This design comes from an exercise in tuning for small area, a short achievable clock period and few clock cycles on the open sky130 flow, not from production work. At most, simulation tests tie the RTL to the original design; equivalence was not proved. Power is estimated from default activity; no workload was simulated.

== v42 ==
## cnn
module cnn(
  input             clk,
  input             rst,
  input             en,
  input      [7:0]  ps_rd,
  input      [7:0]  in_rd,
  input      [7:0]  w_rd,
  input      [7:0]  b_rd,
  input      [7:0]  out_rd,
  output reg        done,
  output     [15:0] ps_ra,
  output     [15:0] in_ad,
  output reg        in_we,
  output     [7:0]  in_wd,
  output     [15:0] w_ra,
  output     [15:0] b_ra,
  output     [15:0] out_ad,
  output reg        out_we,
  output     [7:0]  out_wd
);
Settings: LEC_CHECK=0, CAP_MARGIN=20, CORE_MARGIN=2, CORE_UTILIZATION=70, CTS_BUF_LIST=sky130_fd_sc_hd__clkbuf_16, CTS_CLUSTER_DIAMETER=200, CTS_CLUSTER_SIZE=25, PLACE_DENSITY=0.78, SLEW_MARGIN=20; clock period 11.0 ns.
standard.sh (not shown) runs the stock make flow with config.mk's settings and CLKGATE_MAP_FILE= SYNTH_SCRIPT=/design/flow/synth_recipe.tcl, a recipe that flattens the netlist after the stock synthesis.
==> flow/flow/run.sh <==
#!/bin/bash
set -euo pipefail
export BUFFER_PORTS_ARGS="-buffer_cell sky130_fd_sc_hd__buf_2"
export SETUP_SLACK_MARGIN=7.5
bash standard.sh > standard.log 2>&1
No stage failed in v42, and the final checks on the layout all came back clean.
Testbench counts of v42, summed over its fixed seeds: cycles 2,423,744.
Inputs modified between v42 and v11:
- CORE_UTILIZATION changed from 70 to 65
- PLACE_DENSITY changed from 0.78 to 0.75
## What came out
v11 against v42: register-to-register slack climbed 0.12 ns; via count of the first global-routing pass dropped 2.6%; hold slack climbed 0.0036 ns.
[compare] base=v42 new=v11: critical path depth now sits lower; wire length of the first global-routing pass now sits lower; clock tree buffer count of the final layout now sits lower; post-placement cell count now sits higher; routed wire length now sits lower.
The fraction of power consumed by combinational cells number comes out lower for v11 vs v42.
What v53 does differently from v11 at the input level:
==> flow/flow/run.sh <==
#!/bin/bash
set -euo pipefail
export BUFFER_PORTS_ARGS="-buffer_cell sky130_fd_sc_hd__buf_2"
export SETUP_SLACK_MARGIN=7.3
bash standard.sh > standard.log 2>&1
- Timing, DRC, antenna: 0 failures across v11 and v53
- In the reports for v11 and v53, the larger number of clock-tree buffers in the layout belongs to v53.
- For v11, the worst setup path endpoint was in_we, unlike v53, where it was in_ad[4].
- Via count of the first global-routing pass delta for v53 relative to v11: 1.0% lower
- Between v11 and v53, relative area change from synthesis to final layout decreased.
- Higher share of the clock period used by the worst path after layout goes to v53 over v11.
- Re achievable frequency: v53 is 5.3% down on v11.
- In the tables for v11 and v53, final cell utilization of the core reads higher with v11.
Inputs modified between v53 and v3:
- PLACE_DENSITY: 0.75 -> 0.82
- CTS_CLUSTER_DIAMETER: 200 -> unset
- CTS_CLUSTER_SIZE: 25 -> 30
- CORE_UTILIZATION: 65 -> 75
==> flow/flow/run.sh <==
#!/bin/bash
set -euo pipefail
export BUFFER_PORTS_ARGS="-buffer_cell sky130_fd_sc_hd__buf_2"
export SETUP_SLACK_MARGIN=7.5
bash standard.sh > standard.log 2>&1
Notes after the runs:
- Re final critical path time including I/O delays and setup: v3 is 0.15 ns up on v53.
- The lower number of diodes added for antenna fixing of v3 and v53 is in v53.
- As far as power in sequential cells is concerned, v3 and v53 perform about the same.
- Comparing v53 with v3, the final cell count without fillers came out essentially unchanged.
--- input diff v3..v18 ---
- CTS_CLUSTER_SIZE: 30 -> 25
- CTS_CLUSTER_DIAMETER: unset -> 200
- PLACE_DENSITY: 0.82 -> 0.75
- CORE_UTILIZATION: 75 -> 65
==> flow/flow/run.sh <==
#!/bin/bash
set -euo pipefail
export BUFFER_PORTS_ARGS="-buffer_cell sky130_fd_sc_hd__buf_2"
export SETUP_SLACK_MARGIN=7.8
bash standard.sh > standard.log 2>&1
--- outcome ---
v18 has completed all stages; timing, DRC and antenna checks passed.
Global-route wire length before repair was higher in v3 than in v18.
In the tables for v18 and v3, violation count after the first detailed-routing iteration reads lower with v18.
Footprint of the multi-input gates is higher on v18
v3 has a lower multi-input gate share of the layout cell area than v18.
Measured against v3, the standard cell core area of v18 comes out at 1.15 times the reference value.
Clock latency reported for the late side of the worst-skew pair: v18 vs v3 down 0.02 ns
Delta (v18 minus v3): total CTS buffers lost 49; wire length the detailed router placed on met1 picked up an extra 2.4%; clock buffer count in the final layout lost 53%; post-route non-filler standard cell count picked up an extra 159.
## Diff of input files: v17 against v18
- CTS_CLUSTER_DIAMETER no longer set, was 200
- CTS_CLUSTER_SIZE no longer set, was 25
- CTS_BUF_LIST now sky130_fd_sc_hd__clkbuf_8, was sky130_fd_sc_hd__clkbuf_16
==> flow/flow/run.sh <==
#!/bin/bash
set -euo pipefail
export BUFFER_PORTS_ARGS="-buffer_cell sky130_fd_sc_hd__buf_2"
export SETUP_SLACK_MARGIN=8
bash standard.sh > standard.log 2>&1
Findings:
Comparing power density of the placed cells for v18 and v17, the smaller number came from v18. v18 and v17 ended up with nearly the same final worst hold slack. Taking v18 as the reference, in v17 slack of the critical path decreased by 0.14 ns relative to the old numbers, latest clock arrival within the worst-skew pair went up by 0.19 ns.

========
cnn, a different RTL version from the one above (not shown whole).
Size: roughly 140 I/O pins.
clock: 11.0 ns
lec_check: 0
cap_margin: 20
core_margin: 2
core_utilization: 40
place_density: 0.6
slew_margin: 20
run.sh (not shown) runs the stock make flow with config.mk's settings and CLKGATE_MAP_FILE= SYNTH_SCRIPT=/design/flow/synth_recipe.tcl, a recipe that flattens the netlist after the stock synthesis.
Stock flow here: none of the scripts above is used.
The starting point finished with timing, DRC and antenna clean.
Testbench counts at the start, summed over its fixed seeds: cycles 2,423,728.
Change:
Settings changed: CAP_MARGIN 20 to 40, SETUP_SLACK_MARGIN set to 5, SLEW_MARGIN 20 to 60.
Result:
- synthesized cell count does not change
- clock power fell by about 2%
- clock-buffer cell count is lower by 5
- routed wire length grows by 0.45%
- power stays flat
- cell area rose by 0.62%
- setup slack gets better by 160 ps

========
cnn with an RTL version that a note above also has.
For scale: ~910 flip-flops, roughly 51000 um^2 of cells after synthesis.
// cnn
module cnn(
  input             clk,
  input             rst,
  input             en,
  input      [7:0]  ps_rd,
  input      [7:0]  in_rd,
  input      [7:0]  w_rd,
  input      [7:0]  b_rd,
  input      [7:0]  out_rd,
  output reg        done,
  output     [15:0] ps_ra,
  output     [15:0] in_ad,
  output reg        in_we,
  output     [7:0]  in_wd,
  output     [15:0] w_ra,
  output     [15:0] b_ra,
  output     [15:0] out_ad,
  output reg        out_we,
  output     [7:0]  out_wd
);
export LEC_CHECK = 0
export CAP_MARGIN = 20
export CORE_MARGIN = 2
export CORE_UTILIZATION = 65
export CTS_BUF_LIST = sky130_fd_sc_hd__clkbuf_8
export PLACE_DENSITY = 0.75
export SLEW_MARGIN = 20
create_clock -name core_clock -period 11.0 [get_ports {clk}]
standard.sh (not shown) runs the stock make flow with config.mk's settings and CLKGATE_MAP_FILE= SYNTH_SCRIPT=/design/flow/synth_recipe.tcl, a recipe that flattens the netlist after the stock synthesis.
==> flow/flow/run.sh <==
#!/bin/bash
set -euo pipefail
export BUFFER_PORTS_ARGS="-buffer_cell sky130_fd_sc_hd__buf_2"
export SETUP_SLACK_MARGIN=7
bash standard.sh > standard.log 2>&1
Testbench counts at the start, summed over its fixed seeds: cycles 2,423,744.
Then changed:
==> flow/flow/run.sh (replaced) <==
#!/bin/bash
set -euo pipefail
export BUFFER_PORTS_ARGS="-buffer_cell sky130_fd_sc_hd__buf_2"
export SETUP_SLACK_MARGIN=8
bash standard.sh > standard.log 2>&1
Settings changed: CTS_BUF_LIST sky130_fd_sc_hd__clkbuf_8 to sky130_fd_sc_hd__clkbuf_16, CTS_CLUSTER_SIZE set to 30.
Maximum frequency came out higher by 11%; clock skew came out lower by 0.021 ns; power came out higher by 4.4%; via count came out higher by 2.8%; setup slack improved by 0.37 ns; design area came out higher by 7.2%; sequential share of layout area came out lower by 2.1 points; non-clock buffer count came out higher by 213.

========
Setup of maple:
Another version of the RTL of cnn (not shown whole).
For scale: roughly 5200 cells after synthesis, about 890 flip-flops, roughly 140 I/O pins, roughly 50000 µm² of cells after synthesis.
clock: 11.0 ns
lec_check: 0
cap_margin: 20
core_margin: 2
core_utilization: 65
cts_buf_list: sky130_fd_sc_hd__clkbuf_16
cts_cluster_diameter: 200
cts_cluster_size: 25
place_density: 0.75
slew_margin: 20
==> flow/flow/run.sh <==
#!/bin/bash
set -euo pipefail
export BUFFER_PORTS_ARGS="-buffer_cell sky130_fd_sc_hd__buf_2"
export SETUP_SLACK_MARGIN=7.5
bash standard.sh > standard.log 2>&1
maple finished all stages; the layout is clean.
What garnet does differently from maple at the input level:
# maple
export LEC_CHECK = 0
export CAP_MARGIN = 20
export CORE_MARGIN = 2
export CORE_UTILIZATION = 65
export CTS_BUF_LIST = sky130_fd_sc_hd__clkbuf_16
export CTS_CLUSTER_DIAMETER = 200
export CTS_CLUSTER_SIZE = 25
export PLACE_DENSITY = 0.75
export SLEW_MARGIN = 20
create_clock -name core_clock -period 11.0 [get_ports {clk}]
# garnet
export LEC_CHECK = 0
export CAP_MARGIN = 20
export CORE_MARGIN = 2
export CORE_UTILIZATION = 65
export CTS_BUF_LIST = sky130_fd_sc_hd__clkbuf_16
export CTS_CLUSTER_SIZE = 30
export PLACE_DENSITY = 0.75
export SLEW_MARGIN = 20
create_clock -name core_clock -period 11.0 [get_ports {clk}]
In the reports for garnet and maple, the smaller utilization belongs to maple.
Looking at garnet and maple, the number of inverters outside the clock class in the layout is a wash.
Sort garnet and maple by total wirelength of the detailed-routed design, ascending, and maple comes first.
Diff maple -> garnet | switching power of the nets | increase of 340 µW
In terms of combinational group power, maple and garnet differ only marginally.
garnet ended with less worst setup slack than maple.
Side by side, combinational share of power turned out lower in garnet than in maple.
No run of this note included a check of the RTL's function; only the layout flow was run.

==> what the ideal ports hide <==
Ports are ideal in the flow. The routed layouts listed here were re-timed in OpenROAD.
Step 1 sets driving cells, clkbuf_16 on the clock port and buf_2 on the other inputs (assumed; they add their load-dependent delay and slew).
Step 2, shift: input delay + t, output delay - t, t = (earliest + latest rising clock arrival at the registers) / 2. This alone moves slack from input paths to output paths.
Three values: ideal, step 1, step 2; two values: the first two.
run | shift t [ns] | setup slack, ns | worst setup path at the end
v42 | 0.688 | 7.435 / 7.435 / 7.435 | register to register
v11 | 0.691 | 7.530 / 7.458 / 7.545 | register to register
v53 | 0.686 | 7.335 / 7.266 / 7.438 | register to register
v3 | 0.728 | 7.181 / 7.181 / 7.181 | register to register
v18 | 0.698 | 7.571 / 7.497 / 7.612 | register to register
v17 | 0.870 | 7.428 / 7.367 / 7.446 | register to register
the first run of note 2 | 0.782 | 6.211 / 6.211 / 6.211 | register to register
the second run of note 2 | 0.782 | 6.367 / 6.367 / 6.367 | register to register
the first run of note 3 | 0.839 | 7.082 / 7.029 / 7.082 | register to register
the second run of note 3 | 0.718 | 7.456 / 7.456 / 7.456 | register to register
maple | 0.693 | 7.450 / 7.450 / 7.450 | register to register
garnet | 0.726 | 7.435 / 7.435 / 7.435 | register to register
After both steps setup and hold are still met in every run listed.
